From an optimization exercise on the open Yosys and OpenROAD flow, aimed at small area; shortcuts taken in it are not production practice.
Where RTL was checked, it was by simulation tests only, not by an equivalence proof against the original.
The RTL of runs 3 to 5 was laid out without a check of its function.
The flow treats the clock pin as an ideal source, which a real chip does not have.
Power and IR drop assume default switching activity.

$ cat design.v
module FA (
  input a,
  input b,
  input ci,
  output s,
  output co
);
  assign s = a ^ b ^ ci;
  assign co = (a & b) | (a & ci) | (b & ci);
endmodule
module HA (
  input a,
  input b,
  output s,
  output co
);
  assign s = a ^ b;
  assign co = a & b;
endmodule
module firFilter(dataOut1,r_out,dataIn1,rIn1, clk, rst, enable);
input clk,rst,enable;
output [16-1:0]dataOut1;
output r_out;
input [16-1:0]dataIn1;
input rIn1;
localparam L = 9;
reg mR;                      
reg [2:0] n;                 
reg [15:0] x, a1, o;         
reg [13:0] d;                
reg [15:2] a2;               
wire [1:0] a2l = {d[1] ^ d[0], d[0]};
reg c2, c1, co;              
always @(posedge clk) begin
  if (rst) begin
    mR <= 1'b0;
    n  <= 3'd0;
  end else if (enable) begin
    mR <= rIn1;
    n  <= {mR & n[1] & ~n[0], mR & (n[1] | n[0]), mR & ~n[1]};
  end
end
wire [15:2] s3;              
wire [15:3] k3;              
wire [15:2] a2n;
wire [14:1] a2c;             
genvar i;
generate
  for (i = 2; i <= 14; i = i + 1) begin : csa
    FA u (.a(d[i-2]), .b(x[i-1]), .ci(x[i]), .s(s3[i]), .co(k3[i+1]));
  end
endgenerate
assign s3[15] = d[13] ^ x[14] ^ x[15];
assign a2c[1] = x[1] & x[0];
HA a2h2 (.a(s3[2]), .b(a2c[1]), .s(a2n[2]), .co(a2c[2]));
generate
  for (i = 3; i < L; i = i + 1) begin : a2lo
    FA u (.a(s3[i]), .b(k3[i]), .ci(a2c[i-1]), .s(a2n[i]), .co(a2c[i]));
  end
endgenerate
HA a2hL (.a(s3[L]), .b(k3[L]), .s(a2n[L]), .co(a2c[L]));
generate
  for (i = L + 1; i <= 14; i = i + 1) begin : a2hi
    FA u (.a(s3[i]), .b(k3[i]), .ci(a2c[i-1]), .s(a2n[i]), .co(a2c[i]));
  end
endgenerate
assign a2n[15] = s3[15] ^ k3[15] ^ a2c[14];
wire [15:0] a1n;
wire [14:1] a1c;
assign a1n[0] = a2l[0];
HA a1h1 (.a(a2l[1]), .b(x[0]), .s(a1n[1]), .co(a1c[1]));
generate
  for (i = 2; i < L; i = i + 1) begin : a1lo
    FA u (.a(a2[i]), .b(x[i-1]), .ci(a1c[i-1]), .s(a1n[i]), .co(a1c[i]));
  end
endgenerate
FA a1fL (.a(a2[L]), .b(x[L-1]), .ci(c2), .s(a1n[L]), .co(a1c[L]));
generate
  for (i = L + 1; i <= 14; i = i + 1) begin : a1hi
    FA u (.a(a2[i]), .b(x[i-1]), .ci(a1c[i-1]), .s(a1n[i]), .co(a1c[i]));
  end
endgenerate
assign a1n[15] = a2[15] ^ x[14] ^ a1c[14];
wire [15:0] on;
wire [14:0] oc;
HA oh0 (.a(a1[0]), .b(x[0]), .s(on[0]), .co(oc[0]));
generate
  for (i = 1; i < L; i = i + 1) begin : olo
    FA u (.a(a1[i]), .b(x[i]), .ci(oc[i-1]), .s(on[i]), .co(oc[i]));
  end
endgenerate
FA ofL (.a(a1[L]), .b(x[L]), .ci(c1), .s(on[L]), .co(oc[L]));
generate
  for (i = L + 1; i <= 14; i = i + 1) begin : ohi
    FA u (.a(a1[i]), .b(x[i]), .ci(oc[i-1]), .s(on[i]), .co(oc[i]));
  end
endgenerate
assign on[15] = a1[15] ^ x[15] ^ oc[14];
always @(posedge clk) begin
  if (enable) begin
    x  <= dataIn1;
    d  <= x[13:0];
    a2 <= a2n;
    c2 <= a2c[L-1];
    a1 <= a1n;
    c1 <= a1c[L-1];
    o  <= on;
    co <= oc[L-1];
  end
end
wire [15:L] inc;             
assign inc[L] = co;
generate
  for (i = L; i <= 14; i = i + 1) begin : oinc
    HA u (.a(o[i]), .b(inc[i]), .s(dataOut1[i]), .co(inc[i+1]));
  end
endgenerate
assign dataOut1[15] = o[15] ^ inc[15];
assign dataOut1[L-1:0] = o[L-1:0];
assign r_out = n[2];
endmodule
$ cat flow/run.sh
#!/bin/bash
# The standard layout, with four changes: the smallest buffer (buf_1) on
# every input and output port, no dummy loads in the clock tree, the clock
# tree's leaf buffers downsized where the flip-flop clock-pin slew allows, and
# setup repair limited to resizing and pin swaps (no new buffers).
set -euo pipefail
export BUFFER_PORTS_ARGS="-buffer_cell sky130_fd_sc_hd__buf_1"
export CTS_ARGS="-sink_clustering_enable -repair_clock_nets -dont_use_dummy_load"
export POST_CTS_TCL="$(pwd)/flow/downsize_clk.tcl"
export SETUP_MOVE_SEQUENCE="unbuffer,sizeup,swap"
bash standard.sh finish > standard_finish.log 2>&1
$ cat flow/downsize_clk.tcl
estimate_parasitics -placement
proc clk_pin_slew_max {} {
  set worst 0.0
  foreach p [get_pins -hierarchical */CLK] {
    foreach prop {slew_max_rise slew_max_fall} {
      set s [get_property $p $prop]
      if {$s > $worst} { set worst $s }
    }
  }
  return $worst
}
set slew_limit 0.112
set setup0 [sta::worst_slack_cmd max]
set hold0 [sta::worst_slack_cmd min]
puts "clock downsizing: start slew [clk_pin_slew_max] setup $setup0 hold $hold0"
set sizes {sky130_fd_sc_hd__clkbuf_1 sky130_fd_sc_hd__clkbuf_2 sky130_fd_sc_hd__clkbuf_4 sky130_fd_sc_hd__clkbuf_8 sky130_fd_sc_hd__clkbuf_16}
foreach inst [get_cells clkbuf_*_f_clk] {
  set name [get_full_name $inst]
  set orig [get_property $inst ref_name]
  set idx [lsearch $sizes $orig]
  if {$idx < 0} { continue }
  set best $orig
  for {set i [expr {$idx - 1}]} {$i >= 0} {incr i -1} {
    set cand [lindex $sizes $i]
    replace_cell $inst $cand
    estimate_parasitics -placement
    set sl [clk_pin_slew_max]
    set su [sta::worst_slack_cmd max]
    set ho [sta::worst_slack_cmd min]
    puts "clock downsizing: try $name $cand slew $sl setup $su hold $ho"
    if {$sl <= $slew_limit && $su >= -20e-12 && $ho >= 50e-12} {
      set best $cand
    } else {
      break
    }
  }
  replace_cell $inst $best
  estimate_parasitics -placement
  puts "clock downsizing: $name $orig -> $best"
}
puts "clock downsizing: end slew [clk_pin_slew_max] setup [sta::worst_slack_cmd max] hold [sta::worst_slack_cmd min]"
detailed_placement
check_placement
$ cat standard.sh
#!/bin/bash
# synth_recipe.tcl (not shown) runs the flow's synth.tcl, then flattens the netlist and writes it again
# the make line also repeats each setting of config.mk as NAME=value (left out here)
make -C /OpenROAD-flow-scripts/flow DESIGN_CONFIG=/design/flow/config.mk WORK_HOME=/design/flow/orfs CLKGATE_MAP_FILE= SYNTH_SCRIPT=/design/flow/synth_recipe.tcl "${@:-finish}"
$ cat config.mk
export PLATFORM = sky130hd
export DESIGN_NAME = firFilter
export DESIGN_NICKNAME = firFilter
export VERILOG_FILES = /design/flow/design.v
export SDC_FILE = /design/flow/constraint.sdc
export NUM_CORES = 4
export LEC_CHECK = 0
export CAP_MARGIN = 20
export CORE_MARGIN = 2
export CORE_UTILIZATION = 40
export PLACE_DENSITY = 0.75
export SLEW_MARGIN = 20
export SYNTH_HIERARCHICAL = 1
export SYNTH_MINIMUM_KEEP_SIZE = 0
$ cat constraint.sdc
create_clock -name core_clock -period 4.0 [get_ports {clk}]
set_input_delay 0.8000 -clock core_clock [delete_from_list [all_inputs] [get_ports {clk}]]
set_output_delay 0.8000 -clock core_clock [all_outputs]
set_load 0.01 [all_outputs]
==> results of run 1 <==
## state kept, by name (all words and copies together) (netlist names)
| signal | count |
|---|---|
| a2 | 14 |
| n | 3 |
| c2 | 1 |
| co | 1 |
| c1 | 1 |
| mR | 1 |
| a1 | 16 |
| o | 16 |
| d | 14 |
| x | 16 |
## layer usage
metal,up-vias,GRT usage
met2,33,0.152
met4,0,0.0615
li1,693,-
met3,8,0.0267
met1,800,0.141
met5,-,0
## per-module statistics from Yosys, one instance, submodules excluded
module	flip-flops and latches	copies in the design	cells	cell area, µm²
FA	0	51	1	20.0
HA	0	10	1	12.5
firFilter	83	1	113	2690
## area by class of cell
type,instances,area [µm²]
clock buffers,9,96.3
fillers,845,5070
multi-input cells,82,1330
flip-flops and latches,83,2450
well taps,129,161
repair buffers,41,176
## worst min-delay path by stage
stage	from	endpoint	slack [ns]	depth (start not counted)
6_report	n[2]	n[2]	0.49	2
5_1_grt	n[2]	n[2]	0.50	2
3_5_place_dp	n[2]	n[2]	0.48	2
3_3_place_gp	n[2]	n[2]	0.46	2
2_1_floorplan	n[0]	n[0]	0.45	2
## through the flow
step                setup TNS (ns)  hold WS, ns  std cells  worst slack [ns]
floorplan                        0        0.447        174            0.0684
global placement                 0        0.463        335            0.0308
detailed placement        -0.00872        0.476        335          -0.00872
global route                     0        0.505        344            0.0253
finish                           0        0.485        344             0.132
## worst max-delay path, stage by stage (launching register included)
cell and delay (ns):
edfxtp_1 0.41, ha_1 0.21, fa_1 0.39, fa_2 0.35, fa_2 0.35, fa_2 0.34, fa_1 0.39, fa_1 0.39
fa_1 0.39, fa_1 0.42
## power breakdown
part           total, mW  leakage (nW)  internal [mW]  switching, mW
Combinational      0.519         0.590          0.248          0.271
Sequential          1.36         0.806           1.25          0.107
Clock              0.396        0.0539          0.155          0.242
Total               2.27          1.45           1.66          0.620
## logic make-up (layout without fill, tap and decap cells)
kind of cell / count (synthesis) / after routing / synth area share
AO/OA/AOI/OAI: 3 / 3 / 0.00392
buffers and inverters: 9 / 50 / 0.0176
adder cells (fa/ha/maj): 61 / 61 / 0.299
flip-flops: 83 / 83 / 0.640
multiplexers: 1 / 1 / 0.00261
XOR/XNOR: 9 / 9 / 0.0242
AND/OR/NAND/NOR: 8 / 8 / 0.0131
## cells in the mapped netlist
| library cell | count |
|---|---|
| buf_4 | 9 |
| xnor2_1 | 5 |
| nand4b_1 | 1 |
| nor2_1 | 1 |
| nand2b_1 | 2 |
| edfxtp_1 | 79 |
| nand3b_1 | 1 |
| mux2i_1 | 1 |
| and2_1 | 1 |
| nor2b_1 | 1 |
| ha_1 | 10 |
| nor3_1 | 1 |
| dfxtp_1 | 4 |
| xnor3_1 | 1 |
| a21oi_1 | 3 |
| xor2_1 | 3 |
| fa_1 | 51 |
## layout by cell type, fill, tap and decap left out, types with 2 or more instances in the layout
cell and count:
buf_4 6, nand2b_1 2, buf_1 35, fa_2 5
xor2_1 3, clkbuf_4 3, edfxtp_1 79, clkbuf_8 5
a21oi_1 3, xnor2_1 5, dfxtp_1 4, ha_1 10
fa_1 46
==> run_results.csv, run 1 <==
group,metric,value,unit
global_route,grt_pass1_vias,1658,
drt,firstDrtPassIters,4,
sta,setup_viol,0,
yosys,yosysWarnings,7,
drt,vias,1534,
sta,worst_slew_pin_slew,1.05,ns
clocking,clk_pin_slew,0.10,ns
drt,drt_iter0_drc,67,
sta,fin_crit,3.87,ns
floorplanning,rows,35,
worst_setup_path,arrival,3.98,ns
yosys,synthCells,174,
sta,fmax,259,MHz
floorplanning,die-width,102,µm
yosys,synthTopCellsByArea,"edfxtp_1, fa_1, ha_1, dfxtp_1, buf_4",
worst_hold_path,min-delay-path-class,"flop to flop",
global_route,grt_max_degree,87,
yosys,yosysSeqAreaShare,0.640,
clocking,clock_sinks,83,
global_route,groute.usage.overall,0.103,
outcome,status,"timing/DRC/antenna clean",
finish,area_growth_syn_to_layout,9.89,%
drt,postRouteAntennaNets,0,
global_route,grt.overflow.total,0,
floorplanning,core,0.00928,mm²
worst_setup_path,crit_start,"x[0]",
worst_setup_path,rrSetupSlack,0.13,ns
worst_setup_path,cp_data_required_time,4.11,ns
sta,finalHoldViolations,0,
clocking,cts_tree,"done",
clocking,clock_latency,0.35,ns
power_and_ir_drop,leakage,1.45,nW
place,portBuffers,36,
yosys,syn_area,0.00383,mm²
global_route,grt_pass1_wl,7830,µm
sta,slew_headroom,0.297,
floorplanning,initial_core_util,0.413,
worst_setup_path,r2r_cells,9,
yosys,ys_seq_elements,83,
sta,rsz0062_at_grt,"no",
yosys,syn_nets,255,
drt,drt-met1-wl,2110,µm
worst_setup_path,endpoint,"o[8]",
flow_run,maxCapViolations,0,
finish,nets,298,
floorplanning,dieArea,0.0104,mm²
place,hpwl,3300,µm
sta,finalCritPeriodShare,0.967,
place,placed_cell_area,0.00410,mm²
drt,vias_per_cell,4.46,
worst_setup_path,worstSetupPathType,"flop to flop",
yosys,synth_top_area_cell,"edfxtp_1",
floorplanning,num_io_pins,37,
finish,post-route-cell-area,0.00421,mm²
place,gp_congestion,0.713,
drt,highest_layer,"met4",
yosys,ys_types,17,
floorplanning,die_h,102,µm
power_and_ir_drop,p_per_area,540,mW/mm²
worst_setup_path,r2r_start,"x[0]",
drt,wire_per_inst,13.3,µm
worst_setup_path,crit-reg2reg-capture,"o[8]",
yosys,syn-mean-instance-area,22.0,µm²
drt,drc,0,
drt,dr_wl_met3,162,µm
sta,final_max_slew_viol_count,0,
worst_setup_path,cp-start-kind,"flop",
finish,diodes,0,
worst_setup_path,crit_path_max_fanout,2,
yosys,synth_top_area_share,0.619,
finish,fin_util,0.454,
finish,drive_above_1_share,0.0930,
power_and_ir_drop,peakVddDrop,0.178,mV
worst_setup_path,worstSetupEndpointType,"flop",
global_route,antenna_found_initial,0,
sta,finClkSkew,0.0372,ns
power_and_ir_drop,finalPower,2.27,mW
drt,wl,4570,µm
drt,wl_met2,2180,µm
==> run 2, diff against run 1 <==
--- a/design.v
+++ b/design.v
@@ -69,5 +69,6 @@
 wire [14:1] a1c;
 assign a1n[0] = a2l[0];
-HA a1h1 (.a(a2l[1]), .b(x[0]), .s(a1n[1]), .co(a1c[1]));
+assign a1n[1] = a2l[1] ^ x[0];
+assign a1c[1] = a2l[1] & x[0];
 generate
   for (i = 2; i < L; i = i + 1) begin : a1lo
@@ -84,5 +85,6 @@
 wire [15:0] on;
 wire [14:0] oc;
-HA oh0 (.a(a1[0]), .b(x[0]), .s(on[0]), .co(oc[0]));
+assign on[0] = a1[0] ^ x[0];
+assign oc[0] = a1[0] & x[0];
 generate
   for (i = 1; i < L; i = i + 1) begin : olo
==> run 2 against run 1 <==
Net effect: global-route usage rose by 0.30 points; utilization fell by 0.067 points; cell count did not move; first-iteration DRC count rose by 60%; highest routed layer unchanged; sequential cell count did not move; clock power barely moved; power barely moved; wire length rose by 1.1%; maximum frequency fell by 0.63%; largest cell class unchanged.
==> run_results.csv, run 2 <==
group,metric,value,unit
drt,wl,4620,µm
yosys,ys_async_sr_fraction,0,
finish,post-route-cell-area,0.00421,mm²
finish,nFillCells,822,
sta,finClkSkew,0.0302,ns
finish,final_cells,344,
worst_setup_path,cp_slowest_stage_delay,0.45,ns
yosys,yosysMostFrequentCell,"edfxtp_1",
place,gp_congestion,0.716,
global_route,grt.overflow.total,0,
sta,fin_crit,3.89,ns
finish,area_growth_syn_to_layout,9.73,%
drt,vias_per_cell,4.41,
finish,layout_common_cells,"edfxtp_1, fa_1, buf_1, ha_1, buf_4",
sta,setup_viol,0,
finish,drive_above_1_share,0.0884,
clocking,clock_sinks,83,
finish,final_common_cell,"edfxtp_1",
worst_setup_path,worstSetupEndpointType,"flop",
yosys,syn-mean-instance-area,22.0,µm²
sta,finalCritPeriodShare,0.973,
flow_run,maxCapViolations,0,
drt,firstDrtPassIters,4,
yosys,synthTopCellsByArea,"edfxtp_1, fa_1, ha_1, dfxtp_1, buf_4",
global_route,groute.usage.overall,0.106,
worst_setup_path,cpLargestDelayFamily,"adder cells",
yosys,yosysWarnings,7,
sta,slew_headroom,0.306,
drt,vias,1517,
worst_setup_path,crit_path_max_fanout,2,
drt,wire_per_inst,13.4,µm
worst_setup_path,cp_data_required_time,4.10,ns
worst_setup_path,worstSetupPathType,"flop to flop",
drt,drt_iter0_drc,107,
yosys,ys_seq_elements,83,
clocking,cts_tree,"done",
drt,postRouteAntennaNets,0,
yosys,syn_area,0.00383,mm²
global_route,grt_pass1_vias,1698,
sta,finalHoldViolations,0,
place,dp.cells,335,
global_route,antenna_found_initial,0,
finish,nets,298,
power_and_ir_drop,p_per_area,540,mW/mm²
outcome,status,"timing/DRC/antenna clean",
yosys,yosys-top-cells-count,"edfxtp_1, fa_1, ha_1, buf_4, xnor2_1",
floorplanning,initial_core_util,0.413,
clocking,clk_pin_slew,0.11,ns
floorplanning,die-width,102,µm
sta,final_max_slew_viol_count,0,
yosys,synth_top_area_share,0.619,
yosys,synth_edf_count,79,
yosys,ys_types,17,
power_and_ir_drop,finalPower,2.27,mW
yosys,synthCells,174,
yosys,synth_top_area_cell,"edfxtp_1",
yosys,yosysSeqAreaShare,0.640,
sta,fmax,257,MHz
floorplanning,core,0.00928,mm²
power_and_ir_drop,leakage,1.45,nW
worst_hold_path,min-delay-path-class,"flop to flop",
worst_setup_path,critPathBufInv,0,
floorplanning,die_h,102,µm
floorplanning,dieArea,0.0104,mm²
floorplanning,rows,35,
drt,drc,0,
floorplanning,num_io_pins,37,
power_and_ir_drop,peakVddDrop,0.171,mV
yosys,synth_ff_type,"edfxtp_1",
worst_setup_path,cp-start-kind,"flop",
worst_setup_path,arrival,3.99,ns
sta,setup_tns,0,ns
place,hpwl,3280,µm
global_route,grt_pass1_wl,8180,µm
clocking,clock_latency,0.34,ns
place,placed_cell_area,0.00410,mm²
sta,rsz0062_at_grt,"no",
worst_setup_path,slowest_stage,"fa_1",
finish,reg_top3,"a1: 16 flops, o: 16 flops, x: 16 flops",
worst_setup_path,cp_cell_sequence,"ha_1 -> fa_1 -> fa_2 -> fa_2 -> fa_2 -> fa_2 -> fa_1 -> fa_1 -> fa_1",
place,portBuffers,36,
yosys,syn_nets,255,
finish,diodes,0,
sta,worst_slew_pin_slew,1.04,ns
global_route,grt_max_degree,87,
-- run 2: logic make-up (layout without fill, tap and decap cells) --
group           after synthesis  in the layout  share of synthesized area
buf+inv                       9             50                     0.0176
xor+xnor                      9              9                     0.0242
compound gates                3              3                    0.00392
fa+ha+maj                    61             61                      0.299
simple gates                  8              8                     0.0131
flops                        83             83                      0.640
mux                           1              1                    0.00261
-- run 2: final timing paths --
check / startpoint / to / slack [ns] / depth (start not counted)
worst max-delay path: x[0] / o[8] / 0.11 / 9
worst max register to register: x[0] / o[8] / 0.11 / 9
worst min register to register: n[2] / n[2] / 0.48 / 2
worst min-delay path: n[2] / n[2] / 0.48 / 2
-- run 2: per-module statistics from Yosys (local to each module, per instance) --
| module | area [µm²] | times used | flops+latches |
|---|---|---|---|
| HA | 12.5 | 8 | 0 |
| FA | 20.0 | 51 | 0 |
| firFilter | 2710 | 1 | 83 |
-- run 2: power breakdown --
part	internal, mW	total, mW	switching, mW
logic	0.249	0.520	0.271
registers	1.25	1.36	0.106
clock network	0.149	0.394	0.245
-- run 2: worst reg2reg max path, stage by stage (launching register included) --
cell,delay (ns)
edfxtp_1,0.41
ha_1,0.22
fa_1,0.39
fa_2,0.35
fa_2,0.35
fa_2,0.35
fa_2,0.35
fa_1,0.38
fa_1,0.39
fa_1,0.45
-- run 2: final cells by class --
cell class,count,area [µm²],share of cell area
Clock buffer,9,92.6,0.0220
Multi-Input combinational cell,82,1320,0.315
Sequential cell,83,2450,0.583
Tap cell,129,161,0.0384
Timing Repair Buffer,41,176,0.0419
-- run 2: metrics by stage --
| step | hold WS (ns) | worst slack (ns) | util |
|---|---|---|---|
| final | 0.480 | 0.108 | 0.453 |
| after global routing | 0.521 | 0.00593 | 0.453 |
| after detailed placement | 0.475 | -0.0918 | 0.442 |
| after global placement | 0.463 | 0.0157 | 0.442 |
| after floorplan | 0.447 | 0.0495 | - |
-- run 2: metal layers --
metal,part of all wire,vias to the layer above,track usage
met5,0,-,0
met4,0.019,0,0.0585
met3,0.046,7,0.0260
met2,0.46,36,0.150
met1,0.47,779,0.153
li1,-,695,-
==> run 3, diff against run 2 <==
--- a/design.v
+++ b/design.v
@@ -28,7 +28,7 @@
 reg [2:0] n;                 
 reg [15:0] x, a1, o;         
-reg [13:0] d;                
 reg [15:2] a2;               
 wire [1:0] a2l = {d[1] ^ d[0], d[0]};
+reg [13:0] d;                
 reg c2, c1, co;              
 always @(posedge clk) begin
@@ -41,8 +41,8 @@
   end
 end
-wire [15:2] s3;              
-wire [15:3] k3;              
+wire [15:0] s3;              
+wire [15:0] k3;              
 wire [15:2] a2n;
-wire [14:1] a2c;             
+wire [15:0] a2c;             
 genvar i;
 generate
@@ -56,5 +56,5 @@
 generate
   for (i = 3; i < L; i = i + 1) begin : a2lo
-    FA u (.a(s3[i]), .b(k3[i]), .ci(a2c[i-1]), .s(a2n[i]), .co(a2c[i]));
+    FA u (.a(s3[i]), .b(a2c[i-1]), .ci(k3[i]), .s(a2n[i]), .co(a2c[i]));
   end
 endgenerate
@@ -62,38 +62,36 @@
 generate
   for (i = L + 1; i <= 14; i = i + 1) begin : a2hi
-    FA u (.a(s3[i]), .b(k3[i]), .ci(a2c[i-1]), .s(a2n[i]), .co(a2c[i]));
+    FA u (.a(s3[i]), .b(a2c[i-1]), .ci(k3[i]), .s(a2n[i]), .co(a2c[i]));
   end
 endgenerate
 assign a2n[15] = s3[15] ^ k3[15] ^ a2c[14];
 wire [15:0] a1n;
-wire [14:1] a1c;
+wire [15:0] a1c;
 assign a1n[0] = a2l[0];
-assign a1n[1] = a2l[1] ^ x[0];
-assign a1c[1] = a2l[1] & x[0];
+HA a1h1 (.a(a2l[1]), .b(x[0]), .s(a1n[1]), .co(a1c[1]));
 generate
   for (i = 2; i < L; i = i + 1) begin : a1lo
-    FA u (.a(a2[i]), .b(x[i-1]), .ci(a1c[i-1]), .s(a1n[i]), .co(a1c[i]));
+    FA u (.a(a2[i]), .b(a1c[i-1]), .ci(x[i-1]), .s(a1n[i]), .co(a1c[i]));
   end
 endgenerate
-FA a1fL (.a(a2[L]), .b(x[L-1]), .ci(c2), .s(a1n[L]), .co(a1c[L]));
+FA a1fL (.a(a2[L]), .b(c2), .ci(x[L-1]), .s(a1n[L]), .co(a1c[L]));
 generate
   for (i = L + 1; i <= 14; i = i + 1) begin : a1hi
-    FA u (.a(a2[i]), .b(x[i-1]), .ci(a1c[i-1]), .s(a1n[i]), .co(a1c[i]));
+    FA u (.a(a2[i]), .b(a1c[i-1]), .ci(x[i-1]), .s(a1n[i]), .co(a1c[i]));
   end
 endgenerate
 assign a1n[15] = a2[15] ^ x[14] ^ a1c[14];
 wire [15:0] on;
-wire [14:0] oc;
-assign on[0] = a1[0] ^ x[0];
-assign oc[0] = a1[0] & x[0];
+wire [15:0] oc;
+HA oh0 (.a(a1[0]), .b(x[0]), .s(on[0]), .co(oc[0]));
 generate
   for (i = 1; i < L; i = i + 1) begin : olo
-    FA u (.a(a1[i]), .b(x[i]), .ci(oc[i-1]), .s(on[i]), .co(oc[i]));
+    FA u (.a(a1[i]), .b(oc[i-1]), .ci(x[i]), .s(on[i]), .co(oc[i]));
   end
 endgenerate
-FA ofL (.a(a1[L]), .b(x[L]), .ci(c1), .s(on[L]), .co(oc[L]));
+FA ofL (.a(a1[L]), .b(c1), .ci(x[L]), .s(on[L]), .co(oc[L]));
 generate
   for (i = L + 1; i <= 14; i = i + 1) begin : ohi
-    FA u (.a(a1[i]), .b(x[i]), .ci(oc[i-1]), .s(on[i]), .co(oc[i]));
+    FA u (.a(a1[i]), .b(oc[i-1]), .ci(x[i]), .s(on[i]), .co(oc[i]));
   end
 endgenerate
@@ -111,5 +109,5 @@
   end
 end
-wire [15:L] inc;             
+wire [15:0] inc;             
 assign inc[L] = co;
 generate
==> flow/run.sh (replaced) <==
#!/bin/bash
# The standard layout, with three changes: the smallest buffer (buf_1) on
# every input and output port, no dummy loads in the clock tree, and the clock
# tree's leaf buffers downsized where the flip-flop clock-pin slew allows.
set -euo pipefail
export BUFFER_PORTS_ARGS="-buffer_cell sky130_fd_sc_hd__buf_1"
export CTS_ARGS="-sink_clustering_enable -repair_clock_nets -dont_use_dummy_load"
export POST_CTS_TCL="$(pwd)/flow/downsize_clk.tcl"
bash standard.sh finish > standard_finish.log 2>&1
--- a/config.mk
+++ b/config.mk
@@ -9,5 +9,4 @@
 export CORE_MARGIN = 2
 export CORE_UTILIZATION = 40
-export PLACE_DENSITY = 0.75
 export SLEW_MARGIN = 20
 export SYNTH_HIERARCHICAL = 1
==> run 3 against run 2 <==
Net effect: largest cell class unchanged; critical path type unchanged; cell area grew 2.3%; critical endpoint unchanged; wire length increased by 6.4%; utilization is 1.0 points higher; sequential share of layout area shrank 1.3 points; clock skew is 0.0051 ns lower; combinational power increased by 7.9%; global-route usage up 0.43 points; via count is 2.2% higher; register-to-register slack lost 0.05 ns.
==> run_results.csv, run 3 <==
group,metric,value,unit
yosys,synth_edf_count,79,
sta,finalCritPeriodShare,0.984,
clocking,clock_sinks,83,
drt,wl,4920,µm
sta,final_max_slew_viol_count,0,
drt,drt_iter0_drc,42,
power_and_ir_drop,peakVddDrop,0.181,mV
clocking,clk_pin_slew,0.08,ns
worst_setup_path,arrival,4.02,ns
finish,nets,305,
sta,fmax,254,MHz
global_route,top_usage_layer,"met2",
outcome,status,"timing/DRC/antenna clean",
finish,reg_top3,"a1: 16 flops, o: 16 flops, x: 16 flops",
global_route,grt_pass1_vias,1662,
yosys,syn_area,0.00383,mm²
global_route,grt_use_met3,0.0445,
sta,worst_slew_pin_slew,1.05,ns
worst_setup_path,cp_data_required_time,4.08,ns
worst_setup_path,cp-start-kind,"flop",
yosys,yosysMostFrequentCell,"edfxtp_1",
clocking,clock_latency,0.35,ns
finish,diodes,0,
worst_setup_path,slowest_stage,"fa_1",
place,portBuffers,36,
power_and_ir_drop,leakage,1.47,nW
floorplanning,die_h,102,µm
global_route,groute.usage.overall,0.111,
drt,postRouteAntennaNets,0,
worst_setup_path,worstSetupEndpointType,"flop",
place,gp_congestion,0.696,
yosys,synth_top_area_share,0.619,
sta,rsz0062_at_grt,"yes",
global_route,grt_pass1_wl,8270,µm
yosys,yosysSeqAreaShare,0.640,
finish,final_common_cell,"edfxtp_1",
drt,vias_per_cell,4.42,
yosys,synth_ff_type,"edfxtp_1",
finish,post-route-cell-area,0.00430,mm²
floorplanning,die-width,102,µm
worst_setup_path,crit_path_max_fanout,2,
floorplanning,dieArea,0.0104,mm²
yosys,yosysWarnings,7,
place,dp_slack,-0.127,ns
sta,fin_ws,0.0620,ns
yosys,ys_async_sr_fraction,0,
floorplanning,rows,35,
global_route,use_met1,0.150,
place,dp.cells,341,
finish,area_growth_syn_to_layout,12.2,%
global_route,grt_max_degree,87,
worst_setup_path,crit_top_cell,"fa_2",
sta,fin_crit,3.94,ns
power_and_ir_drop,p_per_area,543,mW/mm²
yosys,synthTopCellsByArea,"edfxtp_1, fa_1, ha_1, dfxtp_1, buf_4",
finish,layout_common_cells,"edfxtp_1, fa_1, buf_1, fa_2, buf_4",
flow_run,maxCapViolations,0,
finish,final_cells,351,
yosys,syn-mean-instance-area,22.0,µm²
yosys,ys_types,17,
yosys,ys_seq_elements,83,
drt,vias,1550,
finish,drive_above_1_share,0.171,
worst_hold_path,min-delay-path-class,"flop to flop",
sta,finalHoldViolations,0,
worst_setup_path,cp_slowest_stage_delay,0.45,ns
clocking,cts_tree,"done",
yosys,yosys-top-cells-count,"edfxtp_1, fa_1, ha_1, buf_4, xnor2_1",
sta,slew_headroom,0.299,
drt,firstDrtPassIters,4,
global_route,antenna_found_initial,0,
global_route,grt.overflow.total,0,
yosys,syn_nets,255,
floorplanning,core,0.00928,mm²
worst_setup_path,worstSetupPathType,"flop to flop",
drt,drc,0,
finish,fin_util,0.463,
sta,setup_viol,0,
worst_setup_path,cp_cell_sequence,"ha_2 -> fa_2 -> fa_2 -> fa_2 -> fa_2 -> fa_2 -> fa_2 -> fa_2 -> fa_1",
floorplanning,initial_core_util,0.413,
place,hpwl,3400,µm
floorplanning,num_io_pins,37,
place,placed_cell_area,0.00416,mm²
drt,wire_per_inst,14.0,µm
global_route,met2_usage,0.158,
yosys,synthCells,174,
yosys,synth_top_area_cell,"edfxtp_1",
sta,finClkSkew,0.0250,ns
run 3: worst paths after layout:
check	slack (ns)	cells after the start	end	from
hold reg to reg	0.48	2	n[2]	n[2]
setup reg to reg	0.06	9	o[8]	x[0]
hold / removal	0.48	2	n[2]	n[2]
setup / recovery	0.06	9	o[8]	x[0]
run 3: cell families after synthesis:
kind of cell	count (synthesis)	synth area share
flip-flops	83	0.640
AO/OA/AOI/OAI	3	0.00392
buffers and inverters	9	0.0176
multiplexers	1	0.00261
adder cells (fa/ha/maj)	61	0.299
XOR/XNOR	9	0.0242
AND/OR/NAND/NOR	8	0.0131
run 3: cell type report:
| type | instances | area, µm² |
|---|---|---|
| Fill cell | 802 | 4980 |
| Sequential cell | 83 | 2450 |
| Multi-Input combinational cell | 82 | 1350 |
| Timing Repair Buffer | 48 | 229 |
| Tap cell | 129 | 161 |
| Clock buffer | 9 | 105 |
run 3: per-module statistics from Yosys (local to each module, per instance):
module / times used / cell area, µm² / flip-flops and latches
HA: 10 / 12.5 / 0
firFilter: 1 / 2690 / 83
FA: 51 / 20.0 / 0
run 3: worst max-delay path: cells and delay by family (launching register included):
family,cells,cell delay (ns)
adders and majority gates,9,3.25
DFF,1,0.43
run 3: metrics by stage:
step	power [mW]	hold WS (ns)	TNS, ns
after floorplan	1.79	0.447	0
after global placement	1.93	0.465	-0.180
after detailed placement	1.96	0.469	-0.309
after global routing	2.53	0.508	-0.0385
final	2.33	0.479	0
run 3: power by group:
part | internal [mW] | switching, mW | leakage (nW)
clock network | 0.170 | 0.248 | 0.0569
logic | 0.273 | 0.288 | 0.612
registers | 1.25 | 0.103 | 0.806
run 3: layer usage:
layer | vias to the layer above | routed length, µm
met5 | - | 0
met4 | 0 | 103
met3 | 9 | 264
met2 | 35 | 2250
met1 | 797 | 2300
li1 | 709 | -
==> run 4, diff against run 3 <==
==> design.v (replaced) <==
module firFilter(dataOut1,r_out,dataIn1,rIn1, clk, rst, enable);
input clk,rst,enable;
output [16-1:0]dataOut1;
output r_out;
input [16-1:0]dataIn1;
input rIn1;
reg mR, rR, a2R, a1R, oR;
reg [15:0] x, a2, a1, o;
reg [13:0] d;                
always @(posedge clk) begin
  if (rst) begin
    mR <= 1'b0; rR <= 1'b0; a2R <= 1'b0; a1R <= 1'b0; oR <= 1'b0;
  end else if (enable) begin
    mR  <= rIn1;
    rR  <= mR;
    a2R <= rR & mR;
    a1R <= a2R & mR;
    oR  <= a1R & mR;
  end
end
always @(posedge clk) begin
  if (enable) begin
    x  <= dataIn1;
    d  <= x[13:0];
    a2 <= {d, 2'b00} + x + {x[14:0], 1'b0};
    a1 <= a2 + {x[14:0], 1'b0};
    o  <= a1 + x;
  end
end
assign r_out = oR;
assign dataOut1 = o;
endmodule
==> run.sh (new file) <==
#!/bin/bash
# synth_recipe.tcl (not shown) runs the flow's synth.tcl, then flattens the netlist and writes it again
# the make line also repeats each setting of config.mk as NAME=value (left out here)
make -C /OpenROAD-flow-scripts/flow DESIGN_CONFIG=/design/flow/config.mk WORK_HOME=/design/flow/orfs CLKGATE_MAP_FILE= SYNTH_SCRIPT=/design/flow/synth_recipe.tcl finish
--- a/config.mk
+++ b/config.mk
@@ -10,4 +10,2 @@
 export CORE_UTILIZATION = 40
 export SLEW_MARGIN = 20
-export SYNTH_HIERARCHICAL = 1
-export SYNTH_MINIMUM_KEEP_SIZE = 0
removed: flow/run.sh
removed: flow/downsize_clk.tcl
removed: standard.sh
==> run 4 against run 3 <==
Net effect: first-iteration DRC count up 120%; worst setup slack improved by 0.96 ns; combinational power grew to 3.0 times the previous value; still clean; non-clock buffer count decreased by 12; hold slack hardly changed; critical path depth unchanged; critical path type unchanged; count of clock-buffer cells in the layout grew 5; power up 65%; largest power group is now combinational logic.
==> run_results.csv, run 4 <==
group,metric,value,unit
outcome,status,"timing/DRC/antenna clean",
worst_setup_path,rrSetupSlack,1.02,ns
worst_hold_path,min-delay-path-class,"flop to flop",
place,dp_slack,1.04,ns
place,placed_cell_area,0.00542,mm²
floorplanning,rows,40,
drt,drc,0,
place,portBuffers,36,
finish,diodes,0,
yosys,yosysWarnings,1,
worst_setup_path,cp_cell_sequence,"fa_1 -> ha_1 -> inv_1 -> fa_1 -> nand2b_1 -> a21oi_1 -> o41ai_2 -> a31oi_1 -> xor2_1",
power_and_ir_drop,finalPower,3.85,mW
place,hpwl,5990,µm
clocking,clk_pin_slew,0.06,ns
sta,finClkSkew,0.00853,ns
worst_setup_path,cp-start-kind,"flop",
global_route,grt.overflow.total,0,
sta,setup_tns,0,ns
clocking,post_cts_buffers,0,
sta,fin_crit,2.98,ns
flow_run,maxCapViolations,0,
yosys,syn_area,0.00490,mm²
worst_setup_path,worstSetupPathType,"flop to flop",
clocking,clock_sinks,82,
yosys,syn_nets,476,
clocking,cts_max_level,3,
clocking,clock_latency,0.34,ns
sta,rsz0062_at_grt,"no",
worst_setup_path,cp_data_required_time,4.08,ns
sta,finalHoldViolations,0,
yosys,synth-xor-area-share,0.0643,
yosys,synthCells,397,
drt,wire_per_inst,14.1,µm
clocking,holdBufCountCts,0,
yosys,synthTopCellsByArea,"edfxtp_1, ha_1, fa_1, xnor2_1, a21oi_1",
power_and_ir_drop,peakVddDrop,0.225,mV
yosys,synth.area.mux_share,0.00408,
worst_setup_path,cpLargestDelayFamily,"adder cells",
yosys,synth_edf_count,77,
global_route,grt_pass1_wl,14000,µm
worst_setup_path,cp_slowest_stage_delay,0.59,ns
yosys,synth_top_area_share,0.471,
clocking,cts_tree,"done",
yosys,synth_ff_type,"edfxtp_1",
yosys,ys_async_sr_fraction,0,
worst_setup_path,slowest_stage,"fa_1",
yosys,ys_types,57,
sta,slew_headroom,0.316,
yosys,synthSimpleGateAreaFrac,0.0898,
yosys,synth_top_area_cell,"edfxtp_1",
finish,fin_util,0.475,
finish,nFillCells,1096,
worst_setup_path,worstSetupEndpointType,"flop",
drt,vias,3220,
clocking,clk_path_buf_depth,2,
yosys,synth_top_family_by_area,"adder cells",
drt,vias_per_cell,5.47,
yosys,yosysSeqAreaShare,0.492,
finish,area_growth_syn_to_layout,16.4,%
finish,nets,516,
floorplanning,die_h,115,µm
drt,postRouteAntennaNets,0,
finish,drive_above_1_share,0.0701,
sta,setup_viol,0,
place,gp_congestion,0.914,
sta,fmax,335,MHz
worst_setup_path,crit_top_cell,"fa_1",
finish,post-route-cell-area,0.00571,mm²
global_route,grt_max_degree,86,
yosys,syn-mean-instance-area,12.4,µm²
power_and_ir_drop,leakage,2.14,nW
clocking,cts_resized,0,
worst_setup_path,arrival,3.07,ns
drt,wl,8300,µm
finish,final_common_cell,"edfxtp_1",
sta,worst_slew_pin_slew,1.03,ns
floorplanning,initial_core_util,0.408,
drt,drt_iter0_drc,93,
floorplanning,num_io_pins,37,
yosys,yosys-top-cells-count,"edfxtp_1, ha_1, a21oi_1, nor2_1, xnor2_1",
floorplanning,dieArea,0.0132,mm²
clocking,numCtsBuffers,9,
finish,layout_common_cells,"edfxtp_1, ha_1, clkdlybuf4s50_1, a21oi_1",
yosys,synthAdderAreaFrac,0.175,
global_route,groute.usage.overall,0.136,
sta,fin_ws,1.02,ns
sta,final_max_slew_viol_count,0,
clocking,cts-root-buf,"clkbuf_16",
yosys,yosysMostFrequentCell,"edfxtp_1",
worst_setup_path,crit_path_max_fanout,7,
yosys,synth_compound_area_frac,0.157,
yosys,ys_seq_elements,82,
power_and_ir_drop,p_per_area,674,mW/mm²
drt,firstDrtPassIters,4,
floorplanning,core,0.0120,mm²
global_route,antenna_found_initial,0,
worst_setup_path,critPathBufInv,1,
global_route,grt_pass1_vias,3195,
sta,finalCritPeriodShare,0.745,
floorplanning,die-width,115,µm
run 4: area by class of cell:
class	instances	area, µm²	area share
Multi-Input combinational cell	293	2400	0.421
Clock buffer	14	285	0.0500
Tap cell	147	184	0.0322
Sequential cell	82	2410	0.422
Clock inverter	2	10.0	0.00175
Timing Repair Buffer	36	358	0.0627
Inverter	15	56.3	0.00986
run 4: cell families (layout without fill, tap and decap cells):
kind of cell / Yosys count / after routing
fa+ha+maj: 59 / 59
compound gates: 105 / 105
simple gates: 91 / 91
xor+xnor: 36 / 36
mux: 2 / 2
flops: 82 / 82
buf+inv: 22 / 67
run 4: worst register-to-register path: cells and delay by family, from the launching register on:
kind / cells / cell delay (ns)
AO/OA/AOI/OAI: 3 / 0.64
AND/OR/NAND/NOR: 1 / 0.19
XOR/XNOR: 1 / 0.09
buffers and inverters: 1 / 0.08
adder cells (fa/ha/maj): 3 / 1.20
flip-flops: 1 / 0.54
run 4: metal layers:
metal	up-vias	track usage	part of all wire
li1	1591	-	-
met1	1527	0.173	0.47
met4	0	0.0755	0.033
met3	25	0.0337	0.041
met5	-	0	0
met2	77	0.215	0.46
run 4: worst paths after layout:
kind         depth (start not counted)  startpoint     end
min                                  2         a1R     a1R
min reg2reg                          2         a1R     a1R
max                                  9        x[1]  a2[14]
max reg2reg                          9        x[1]  a2[14]
run 4: per-stage QoR:
step	instances	hold slack [ns]
6_report	589	0.479
5_1_grt	589	0.497
4_1_cts	589	0.483
3_5_place_dp	573	0.473
3_3_place_gp	573	0.458
2_1_floorplan	397	0.441
run 4: where the power goes:
group | internal (mW) | switching [mW]
combinational | 0.790 | 0.898
sequential | 1.27 | 0.0829
clock | 0.491 | 0.315
total | 2.55 | 1.30
==> run 5, diff against run 4 <==
--- a/config.mk
+++ b/config.mk
@@ -6,4 +6,5 @@
 export NUM_CORES = 4
 export LEC_CHECK = 0
+export ABC_AREA = 1
 export CAP_MARGIN = 20
 export CORE_MARGIN = 2
==> run 5 against run 4 <==
Net effect: via count increased by 17%; power decreased by 0.38%; sequential power about the same; count of clock-buffer cells in the layout increased by 1; clock skew decreased by 0.0052 ns; sequential share of layout area decreased by 3.2 points; maximum frequency increased by 15%; clock power increased by 13%; first-iteration DRC count increased by 33%; non-clock buffer count unchanged; cell count increased by 38%; wire length increased by 11%; critical path type unchanged; critical endpoint unchanged; largest power group unchanged.
==> run_results.csv, run 5 <==
group,metric,value,unit
worst_setup_path,cp_data_required_time,4.10,ns
yosys,yosysSeqAreaShare,0.459,
sta,setup_viol,0,
place,portBuffers,36,
clocking,holdBufCountCts,0,
floorplanning,num_io_pins,37,
worst_setup_path,worstSetupPathType,"flop to flop",
yosys,synthCells,591,
finish,fin_util,0.485,
floorplanning,initial_core_util,0.413,
yosys,yosys-top-cells-count,"nand2_1, inv_1, edfxtp_1, ha_1, nand3_1",
global_route,groute.usage.overall,0.148,
global_route,antenna_found_initial,0,
sta,hold_ws,0.467,ns
worst_setup_path,cp_cell_sequence,"fa_1 -> ha_1 -> inv_1 -> fa_1 -> inv_1 -> nand3_1 -> nand3_1 -> nand3_1 -> nand4_1 -> nand2_1",
yosys,ys_async_sr_fraction,0,
worst_setup_path,slowest_stage,"fa_1",
drt,drc,0,
floorplanning,die-width,119,µm
worst_hold_path,min-delay-path-class,"flop to flop",
yosys,yosysWarnings,1,
drt,wire_per_inst,11.3,µm
finish,drive_above_1_share,0.0435,
finish,nets,717,
sta,final_max_slew_viol_count,0,
power_and_ir_drop,leakage,2.95,nW
sta,finalCritPeriodShare,0.647,
clocking,cts_max_level,3,
outcome,status,"timing/DRC/antenna clean",
clocking,clock_sinks,82,
yosys,synth_top_area_cell,"edfxtp_1",
worst_setup_path,worstSetupEndpointType,"flop",
yosys,ys_seq_elements,82,
finish,final_common_cell,"nand2_1",
worst_setup_path,crit_top_cell,"nand3_1",
sta,setup_tns,0,ns
drt,vias,3783,
clocking,numCtsBuffers,9,
clocking,cts-root-buf,"clkbuf_16",
worst_setup_path,arrival,2.69,ns
yosys,ys_types,24,
yosys,synth_ff_type,"edfxtp_1",
floorplanning,dieArea,0.0141,mm²
clocking,cts_tree,"done",
yosys,synth_top_area_share,0.440,
clocking,post_cts_buffers,0,
worst_setup_path,cp-start-kind,"flop",
sta,worst_slew_pin_slew,1.00,ns
floorplanning,core,0.0127,mm²
power_and_ir_drop,peakVddDrop,0.231,mV
yosys,syn_nets,670,
clocking,clk_pin_slew,0.06,ns
worst_setup_path,crit_path_max_fanout,7,
global_route,grt_pass1_vias,3846,
drt,vias_per_cell,4.64,
finish,layout_common_cells,"nand2_1, inv_1, edfxtp_1, ha_1, clkdlybuf4s50_1",
sta,fin_crit,2.59,ns
worst_setup_path,cpLargestDelayFamily,"adder cells",
drt,drt_iter0_drc,124,
place,placed_cell_area,0.00583,mm²
sta,slew_headroom,0.331,
sta,rsz0062_at_grt,"no",
worst_setup_path,critPathBufInv,2,
place,hpwl,7130,µm
floorplanning,rows,41,
sta,finClkSkew,0.00335,ns
finish,post-route-cell-area,0.00618,mm²
finish,area_growth_syn_to_layout,17.5,%
place,gp_congestion,0.864,
clocking,clock_latency,0.34,ns
sta,finalHoldViolations,0,
drt,postRouteAntennaNets,0,
drt,wl,9200,µm
yosys,synth_edf_count,77,
power_and_ir_drop,finalPower,3.84,mW
yosys,syn-mean-instance-area,8.89,µm²
drt,firstDrtPassIters,4,
clocking,cts_resized,0,
clocking,clk_path_buf_depth,2,
global_route,grt_pass1_wl,16500,µm
yosys,yosysMostFrequentCell,"nand2_1",
floorplanning,die_h,119,µm
global_route,grt_max_degree,84,
finish,diodes,0,
worst_setup_path,cp_slowest_stage_delay,0.59,ns
flow_run,maxCapViolations,0,
power_and_ir_drop,p_per_area,621,mW/mm²
yosys,synthTopCellsByArea,"edfxtp_1, nand2_1, ha_1, inv_1, fa_1",
yosys,syn_area,0.00526,mm²
global_route,grt.overflow.total,0,
sta,fmax,386,MHz
run 5: changes by cell type after synthesis, moves of 9 or more:
cell / before / now
nand2_1: 18 / 206
nand3_1: 15 / 34
xnor2_1: 23 / 8
nor3_1: 12 / 3
inv_1: 15 / 100
run 5: power by group:
group,switching [mW],internal [mW],total [mW]
Clock,0.326,0.588,0.914
Sequential,0.0832,1.24,1.33
Combinational,0.939,0.657,1.60
Total,1.35,2.49,3.84
run 5: layer usage:
layer / track usage / share of wire
met1: 0.171 / 0.45
met2: 0.252 / 0.48
met3: 0.0343 / 0.041
met4: 0.0804 / 0.029
met5: 0 / 0
run 5: logic make-up after synthesis:
group                      share of synthesized area
xor gates and xnor gates                      0.0417
DFF                                            0.459
adders and majority gates                      0.163
buffers and inverters                         0.0721
AOI/OAI and AO/OA                             0.0329
and+or+nand+nor                                0.231
run 5: final cells by class:
| type | instances | area (µm²) |
|---|---|---|
| flip-flops and latches | 82 | 2410 |
| multi-input cells | 408 | 2460 |
| well taps | 172 | 215 |
| clock inverters | 1 | 5.00 |
| inverters | 101 | 379 |
| fillers | 1251 | 6550 |
| clock buffers | 15 | 343 |
| repair buffers | 36 | 358 |
run 5: final timing paths:
| kind | from | to | slack (ns) | cells past startpoint |
|---|---|---|---|---|
| setup / recovery | x[1] | a2[14] | 1.41 | 10 |
| hold / removal | rR | rR | 0.47 | 2 |
| setup reg to reg | x[1] | a2[14] | 1.41 | 10 |
| hold reg to reg | rR | rR | 0.47 | 2 |
run 5: worst reg2reg max path, cell delays in order (launching register included):
cell and delay [ns]:
edfxtp_1 0.54, fa_1 0.59, ha_1 0.17, inv_1 0.06
fa_1 0.39, inv_1 0.11, nand3_1 0.08, nand3_1 0.14
nand3_1 0.11, nand4_1 0.09, nand2_1 0.06
run 5: metrics by stage:
stage	setup WS (ns)	instances
after floorplan	1.61	591
after global placement	1.47	799
after detailed placement	1.40	799
after CTS	1.39	815
after global routing	1.25	815
final	1.41	815

separate check: timing with driven ports:
No port has a modelled driver above. Below, the same layouts with a new extraction and two added sets of constraints.
Step 1 (the two cells are an assumption about what drives the block):
set clk [get_ports {clk}]
set_driving_cell -lib_cell sky130_fd_sc_hd__clkbuf_16 $clk
set_driving_cell -lib_cell sky130_fd_sc_hd__buf_2 [delete_from_list [all_inputs] $clk]
Step 2 also shifts input and output timing later by t, the mid clock arrival at the registers, as if the neighbouring blocks saw the same clock.
Three values: no drivers, after step 1, after step 2; two values: the first two.
| run | t (ns) | slack for setup (ns) | latest minus earliest clock arrival (ns) | cell pins on the clock port's net |
|---|---|---|---|---|
| run 1 | 0.363 | 0.132 / 0.132 / 0.132 | 0.038 / 0.037 | 1 |
| run 2 | 0.357 | 0.108 / 0.108 / 0.108 | 0.031 / 0.030 | 1 |
| run 3 | 0.368 | 0.062 / 0.062 / 0.062 | 0.025 / 0.025 | 1 |
| run 4 | 0.370 | 1.019 / 1.019 / 1.019 | 0.008 / 0.009 | 1 |
| run 5 | 0.375 | 1.411 / 1.411 / 1.411 | 0.003 / 0.004 | 1 |
After both steps setup and hold are still met in every run listed.
